Source: an optimization exercise on an open RTL-to-GDS flow (aim: small area). Production flows keep margins and buffers that such runs may drop.
In this exercise RTL edits were held to simulation tests only and were not proved equivalent to the original.

==> flow/design.v (excerpt) <==
module r22sdf_64pt#(
	parameter data_resolution	= 16,
	parameter fft_length		= 64
)(
	input								sys_clk,
	input								sys_nrst,
	input								sys_en,
	input	[data_resolution-1 : 0]		din_r,
	input	[data_resolution-1 : 0]		din_i,
	output	[data_resolution-1 : 0]		dout_r,
	output	[data_resolution-1 : 0]		dout_i
);
Size in the first run: ~8,600 cells after synthesis, about 2,600 flip-flops, ~67 I/O pins, roughly 0.14 sq mm of cells after synthesis.
clock: 10.0 ns
lec_check: 0
cap_margin: 20
core_margin: 2
core_utilization: 55
cts_buf_list: sky130_fd_sc_hd__clkbuf_8
cts_cluster_diameter: 60
cts_cluster_size: 16
slew_margin: 20
standard.sh (not shown) runs the stock make flow with config.mk's settings and CLKGATE_MAP_FILE= SYNTH_SCRIPT=/design/flow/synth_recipe.tcl, a recipe that flattens the netlist after the stock synthesis.
==> flow/flow/run.sh <==
#!/bin/bash
# The standard layout, with one change to synthesis: the fine stage of
# Yosys's synth runs without its early "abc -fast", so that ORFS's full-adder
# extraction sees the adders as written (no inverters between adder cells).
# Registers, their names and cell types are those of the standard synthesis.
set -euo pipefail
W="$(pwd)"
{
  echo 'proc synth {args} { if {[lsearch -exact $args "fine:"] >= 0} { yosys synth -nofsm -noshare -noabc {*}$args } else { yosys synth -nofsm -noshare {*}$args } }'
  tail -n +2 "$W/synth_recipe.tcl"
} > "$W/noabc_synth.tcl"
head -1 "$W/synth_recipe.tcl" > "$W/flow_check.log"
grep -c "synth_recipe.tcl" "$W/standard.sh" >> "$W/flow_check.log"
sed "s|$W/synth_recipe.tcl|$W/noabc_synth.tcl|g" "$W/standard.sh" > "$W/noabc_standard.sh"
grep -q "noabc_synth.tcl" "$W/noabc_standard.sh"
bash "$W/noabc_standard.sh" > "$W/flow_make.log" 2>&1
The first run produced a clean layout.
Next try:
==> flow/run.sh (new file) <==
#!/bin/bash
# synth_recipe.tcl (not shown) runs the flow's synth.tcl, then flattens the netlist and writes it again
# the make line also repeats each setting of config.mk as NAME=value (left out here)
make -C /OpenROAD-flow-scripts/flow DESIGN_CONFIG=/design/flow/config.mk WORK_HOME=/design/flow/orfs CLKGATE_MAP_FILE= SYNTH_SCRIPT=/design/flow/synth_recipe.tcl finish
- CORE_UTILIZATION: 55 -> 40
- CTS_BUF_LIST: sky130_fd_sc_hd__clkbuf_8 -> unset
- CTS_CLUSTER_DIAMETER: 60 -> unset
- CTS_CLUSTER_SIZE: 16 -> unset
removed: flow/flow/run.sh
removed: flow/standard.sh
Effect: The new run completed without violations; core utilization is lower by 15 points; setup slack got worse by 0.12 ns; worst hold slack improved by 0.027 ns; clock-buffer cell count grows by 140; wire length climbs by 8.1%; sequential share of layout area drops by 2.9 points; maximum frequency shrinks by 1.2%.
Next try:
- CORE_UTILIZATION: 40 -> 55
- CTS_BUF_LIST: unset -> sky130_fd_sc_hd__clkbuf_8
- CTS_CLUSTER_DIAMETER: unset -> 60
- CTS_CLUSTER_SIZE: unset -> 16
Effect:
- worst setup slack improves by 0.095 ns
- global-route usage went up by 6.9 points

========
r22sdf_64pt, a different RTL version from the one above (not shown whole).
Size: about 9400 cells after synthesis, ~67 I/O pins, ~0.14 mm² of cells after synthesis.
make LEC_CHECK=0 CAP_MARGIN=20 CORE_MARGIN=2 CORE_UTILIZATION=50 CTS_BUF_LIST=sky130_fd_sc_hd__clkbuf_8 CTS_CLUSTER_DIAMETER=60 CTS_CLUSTER_SIZE=18 SLEW_MARGIN=20 finish   # period 10.0 ns
run.sh (not shown) runs the stock make flow with config.mk's settings and CLKGATE_MAP_FILE= SYNTH_SCRIPT=/design/flow/synth_recipe.tcl, a recipe that flattens the netlist after the stock synthesis.
Stock flow here: none of the scripts above is used.
Next try:
- CORE_UTILIZATION: 50 -> 55
- CTS_CLUSTER_SIZE: 18 -> 16
=> The changed run finished with timing, DRC and antenna clean; area after synthesis stays the same; non-clock buffer count drops by 44; clock skew went up by 0.0050 ns; worst hold slack is worse by 0.032 ns; design area decreases slightly; first-iteration DRC count grows slightly; worst setup slack loses 0.11 ns; maximum frequency falls slightly; via count barely changes; sequential share of layout area is higher by 0.19 points.
Next try:
- CTS_CLUSTER_SIZE: 16 -> 20
Outcome:
- The new run completed without violations
- via count decreases slightly
- setup slack is better by 0.027 ns
Next try:
- CTS_CLUSTER_SIZE: 20 -> 18
Result:
- flip-flop and latch count is unchanged
- first-iteration DRC count shrinks by 4.5%
- fmax goes down by 1.0%
- count of clock-buffer cells in the layout increases by 12
- via count is about the same
- cell count is about the same

-- static timing again, ports no longer ideal --
No port has a modelled driver above. Below, the same layouts with a new extraction and two added sets of constraints. Step 1 assumes that a clkbuf_16 drives the clock port and a buf_2 every other input. Step 2, shift: input delay + t, output delay - t, t = (earliest + latest rising clock arrival at the registers) / 2. This alone moves slack from input paths to output paths. a / b / c = ideal / step 1 / step 2; a / b = the first two.
run	t, ns	setup WS [ns]	latest minus earliest clock arrival (ns)	worst data-port slew with drivers (ns)
the first run of note 1	1.069	0.418 / 0.418 / 0.418	0.145 / 0.145	0.21
the second run of note 1	0.962	0.297 / 0.297 / 0.297	0.075 / 0.076	0.22
the third run of note 1	1.040	0.391 / 0.391 / 0.391	0.133 / 0.133	0.16
the first run of note 2	1.049	0.442 / 0.442 / 0.442	0.173 / 0.173	0.15
the second run of note 2	1.023	0.329 / 0.329 / 0.329	0.162 / 0.162	0.20
the third run of note 2	1.034	0.356 / 0.356 / 0.356	0.131 / 0.131	0.20
the fourth run of note 2	1.030	0.257 / 0.257 / 0.257	0.085 / 0.085	0.20
After both steps setup and hold are still met in every run listed.
